Background: an optimization exercise with open tools, aiming at small area, a short achievable clock period and few clock cycles. Do not read the settings as production practice. No activity file was given, so power comes from the tool's default toggle rates.

## cpu_8bit
module cpu_8bit (
    input wire clk,
    input wire reset,
    input wire [7:0] data_in,
    output wire [7:0] data_out,
    output wire [7:0] address,
    output wire mem_write
);
    wire       rd;         
    wire       wr;         
    wire       dsel;       
    wire       asel;       
    wire       sub;        
    wire [1:0] mop;        
    wire [3:0] mopd;       
    wire [7:0] pc;
    wire [7:0] acc;
    control_unit ctrl (
        .clk(clk),
        .reset(reset),
        .data_in(data_in),
        .rd(rd),
        .wr(wr),
        .dsel(dsel),
        .asel(asel),
        .sub(sub),
        .mop(mop),
        .mopd(mopd)
    );
    datapath dp (
        .clk(clk),
        .reset(reset),
        .data_in(data_in),
        .rd(rd),
        .wr(wr),
        .dsel(dsel),
        .sub(sub),
        .mop(mop),
        .pc(pc),
        .acc(acc)
    );
    assign address   = asel ? {4'h0, mopd} : pc;
    assign data_out  = acc;
    assign mem_write = wr;
endmodule
For scale: about 270 cells after synthesis, ~27 I/O pins, roughly 0.0019 sq mm of cells after synthesis.
==> module datapath, before the edit <==
module datapath (
    input wire clk,
    input wire reset,
    input wire [7:0] data_in,
    input wire rd,
    input wire wr,
    input wire dsel,
    input wire sub,
    input wire [1:0] mop,
    output reg [7:0] pc,
    output reg [7:0] acc
);
    reg        carry;
    wire [7:0] d   = data_in;
    wire [3:0] op  = data_in[7:4];
    wire [3:0] opd = data_in[3:0];
    wire       fetch = !dsel;
    wire       zero = (acc == 8'h00);
    reg        cond;
    always @(*) begin
        case (op[1:0])
            2'b00: cond = 1'b0;      
            2'b01: cond = 1'b1;      
            2'b10: cond = zero;      
            default: cond = carry;   
        endcase
    end
    wire       tk   = fetch && (op[3:2] == 2'b10) && cond;    
    wire [7:0] pc_s = dsel ? pc : pc + 8'h01;                  
    wire [7:0] pc_n = tk ? {4'h0, opd} : pc_s;
    always @(posedge clk or posedge reset) begin
        if (reset)
            pc <= 8'h00;
        else
            pc <= pc_n;
    end
    wire [7:0] ax = acc ^ {8{sub}};
    wire [7:0] g0 = ax & d;
    wire [7:0] p0 = ax | d;
    wire G10 = g0[1] | (p0[1] & g0[0]);
    wire G32 = g0[3] | (p0[3] & g0[2]), P32 = p0[3] & p0[2];
    wire G54 = g0[5] | (p0[5] & g0[4]), P54 = p0[5] & p0[4];
    wire G76 = g0[7] | (p0[7] & g0[6]), P76 = p0[7] & p0[6];
    wire G20 = g0[2] | (p0[2] & G10);
    wire G30 = G32 | (P32 & G10);
    wire G64 = g0[6] | (p0[6] & G54), P64 = p0[6] & P54;
    wire G74 = G76 | (P76 & G54),     P74 = P76 & P54;
    wire G40 = g0[4] | (p0[4] & G30);
    wire G50 = G54 | (P54 & G30);
    wire G60 = G64 | (P64 & G30);
    wire G70 = G74 | (P74 & G30);
    wire [7:0] c = {G60, G50, G40, G30, G20, G10, g0[0], 1'b0};    
    wire [7:0] h = acc ^ d;                      
    wire is_ar = rd && (mop[1] ^ mop[0]);        
    wire is_and = rd && (mop == 2'b11);
    wire is_ld  = rd && (mop == 2'b00);
    wire [7:0] k = {8{is_ld}} | ({8{is_and}} & acc);
    wire is_nl = fetch && (op[3:1] == 3'b011);
    wire is_sr = fetch && (op == 4'h8);
    wire [7:0] nl = op[0] ? {acc[6:0], 1'b0} : ~acc;
    wire [7:0] sr = {1'b0, acc[7:1]};
    wire       c_nl = op[0] ? acc[7] : 1'b1;
    wire [7:0] y   = is_nl ? nl : (is_sr ? sr : ((d & k) | (acc & {8{!rd}})));
    wire       y_c = is_nl ? c_nl : (!is_sr && !rd && carry);
    wire [7:0] r1 = is_ar ? ~h : y;
    wire [7:0] r0 = is_ar ?  h : y;
    wire [7:0] acc_n = (c & r1) | (~c & r0);
    wire       c_n   = is_ar ? G70 : y_c;
    always @(posedge clk or posedge reset) begin
        if (reset) begin
            acc   <= 8'h00;
            carry <= 1'b0;
        end else begin
            acc   <= acc_n;
            carry <= c_n;
        end
    end
endmodule
==> flow/config.mk <==
export PLATFORM = sky130hd
export DESIGN_NAME = cpu_8bit
export DESIGN_NICKNAME = cpu_8bit
export VERILOG_FILES = /design/flow/design.v
export SDC_FILE = /design/flow/constraint.sdc
export NUM_CORES = 4
export LEC_CHECK = 0
export ABC_AREA = 1
export CAP_MARGIN = 20
export CORE_MARGIN = 2
export CORE_UTILIZATION = 40
export SETUP_SLACK_MARGIN = 2.0
export SLEW_MARGIN = 20
==> flow/constraint.sdc <==
create_clock -name core_clock -period 4.0 [get_ports {clk}]
set_input_delay 0.8000 -clock core_clock [delete_from_list [all_inputs] [get_ports {clk}]]
set_output_delay 0.8000 -clock core_clock [all_outputs]
set_load 0.01 [all_outputs]
standard.sh (not shown) runs the stock make flow with config.mk's settings and CLKGATE_MAP_FILE= SYNTH_SCRIPT=/design/flow/synth_recipe.tcl, a recipe that flattens the netlist after the stock synthesis.
==> flow/flow/run.sh <==
#!/bin/bash
# Standard layout, except:
#  - synthesis maps with flow/abc.script and without full/half-adder cells,
#  - the ports get plain buffers,
#  - resizing may change a cell's footprint.
F=$(pwd)/flow
export FLOW_ABC_SCRIPT=$F/abc.script
export BUFFER_PORTS_ARGS="-buffer_cell sky130_fd_sc_hd__buf_2"
bash standard.sh SYNTH_SCRIPT=$F/synth_abc.tcl ADDER_MAP_FILE= MATCH_CELL_FOOTPRINT=0 finish > standard.log 2>&1
==> flow/flow/abc.script <==
strash
dch
map -a
topo
stime -c
buffer -c
upsize -c
dnsize -c
==> flow/flow/synth_abc.tcl <==
# synth_recipe.tcl with one change: abc runs the script in flow/abc.script
# instead of ORFS's abc_area.script. Everything else is the same.
proc synth {args} { yosys synth -nofsm -noshare {*}$args }
proc abc {args} {
  set i [lsearch -exact $args -script]
  if { $i >= 0 } { lset args [expr {$i + 1}] $::env(FLOW_ABC_SCRIPT) }
  yosys abc {*}$args
}
source $::env(SCRIPTS_DIR)/synth.tcl
# left out here: clear keep_hierarchy, flatten, clean up, hide names made inside functions, write 1_2_yosys.v
==> next run, changes <==
--- a/flow/design.v
+++ b/flow/design.v
@@ -59,34 +59,47 @@
             2'b10: cond = zero;      
             default: cond = carry;   
         endcase
     end
     wire       tk   = fetch && (op[3:2] == 2'b10) && cond;    
-    wire [7:0] pc_s = dsel ? pc : pc + 8'h01;                  
+    wire [7:0] pc_s = pc + {7'h00, fetch};                     
     wire [7:0] pc_n = tk ? {4'h0, opd} : pc_s;
     always @(posedge clk or posedge reset) begin
         if (reset)
             pc <= 8'h00;
         else
             pc <= pc_n;
     end
     wire [7:0] ax = acc ^ {8{sub}};
     wire [7:0] g0 = ax & d;
     wire [7:0] p0 = ax | d;
-    wire G10 = g0[1] | (p0[1] & g0[0]);
-    wire G32 = g0[3] | (p0[3] & g0[2]), P32 = p0[3] & p0[2];
-    wire G54 = g0[5] | (p0[5] & g0[4]), P54 = p0[5] & p0[4];
-    wire G76 = g0[7] | (p0[7] & g0[6]), P76 = p0[7] & p0[6];
-    wire G20 = g0[2] | (p0[2] & G10);
-    wire G30 = G32 | (P32 & G10);
-    wire G64 = g0[6] | (p0[6] & G54), P64 = p0[6] & P54;
-    wire G74 = G76 | (P76 & G54),     P74 = P76 & P54;
-    wire G40 = g0[4] | (p0[4] & G30);
-    wire G50 = G54 | (P54 & G30);
-    wire G60 = G64 | (P64 & G30);
-    wire G70 = G74 | (P74 & G30);
-    wire [7:0] c = {G60, G50, G40, G30, G20, G10, g0[0], 1'b0};    
+    wire [7:0] g1, p1, g2, p2, g3;
+    genvar i;
+    generate
+        for (i = 0; i < 8; i = i + 1) begin : pf
+            if (i >= 1) begin : l1
+                assign g1[i] = g0[i] | (p0[i] & g0[i-1]);
+                assign p1[i] = p0[i] & p0[i-1];
+            end else begin : l1z
+                assign g1[i] = g0[i];
+                assign p1[i] = p0[i];
+            end
+            if (i >= 2) begin : l2
+                assign g2[i] = g1[i] | (p1[i] & g1[i-2]);
+                assign p2[i] = p1[i] & p1[i-2];
+            end else begin : l2z
+                assign g2[i] = g1[i];
+                assign p2[i] = p1[i];
+            end
+            if (i >= 4) begin : l3
+                assign g3[i] = g2[i] | (p2[i] & g2[i-4]);
+            end else begin : l3z
+                assign g3[i] = g2[i];
+            end
+        end
+    endgenerate
+    wire [7:0] c = {g3[6:0], 1'b0};              
     wire [7:0] h = acc ^ d;                      
     wire is_ar = rd && (mop[1] ^ mop[0]);        
     wire is_and = rd && (mop == 2'b11);
     wire is_ld  = rd && (mop == 2'b00);
     wire [7:0] k = {8{is_ld}} | ({8{is_and}} & acc);
@@ -98,11 +111,11 @@
     wire [7:0] y   = is_nl ? nl : (is_sr ? sr : ((d & k) | (acc & {8{!rd}})));
     wire       y_c = is_nl ? c_nl : (!is_sr && !rd && carry);
     wire [7:0] r1 = is_ar ? ~h : y;
     wire [7:0] r0 = is_ar ?  h : y;
     wire [7:0] acc_n = (c & r1) | (~c & r0);
-    wire       c_n   = is_ar ? G70 : y_c;
+    wire       c_n   = is_ar ? g3[7] : y_c;
     always @(posedge clk or posedge reset) begin
         if (reset) begin
             acc   <= 8'h00;
             carry <= 1'b0;
         end else begin
=> Design area rose by about 3%; flip-flop and latch count does not change; synthesized cell count rises by about 0.75%; total power rises by 6.9%; count of clock-buffer cells in the layout is unchanged; die area rises by 1.4%; routed wire length went up by about 4%; sequential share of layout area is lower by 1.1 points; synthesized area came out higher by 1.5%; setup slack gains 0.041 ns; maximum frequency goes up by 2.1%; first-iteration DRC count falls by about 40%; clock power is about the same.
Function was not checked in any run of this note: the RTL went through the layout flow alone.

==> static timing again, ports no longer ideal <==
How much do the figures lean on ideal ports? The routed layouts below were timed once more, with nothing changed but the port constraints.
Step 1, drivers: a clkbuf_16 drives clk and a buf_2 each remaining input, both assumed.
Step 2 times the ports against the registers' clock, not the clock port: input delays grow and output delays shrink by t, the midpoint of the rising clock arrivals with the driver on.
a / b / c = ideal / step 1 / step 2; a / b = the first two.
run	t (ns)	setup slack, ns	hold slack, ns	cell pins on the clock port's net
the first run	0.299	2.031 / 2.004 / 1.707	0.498 / 0.498 / 0.498	1
the second run	0.297	2.072 / 2.046 / 1.782	0.538 / 0.538 / 0.538	1
After both steps setup and hold are still met in every run listed. For the first run, which loses most, drivers alone change the setup slack by -0.027 ns; drivers and shift together by -0.324 ns.
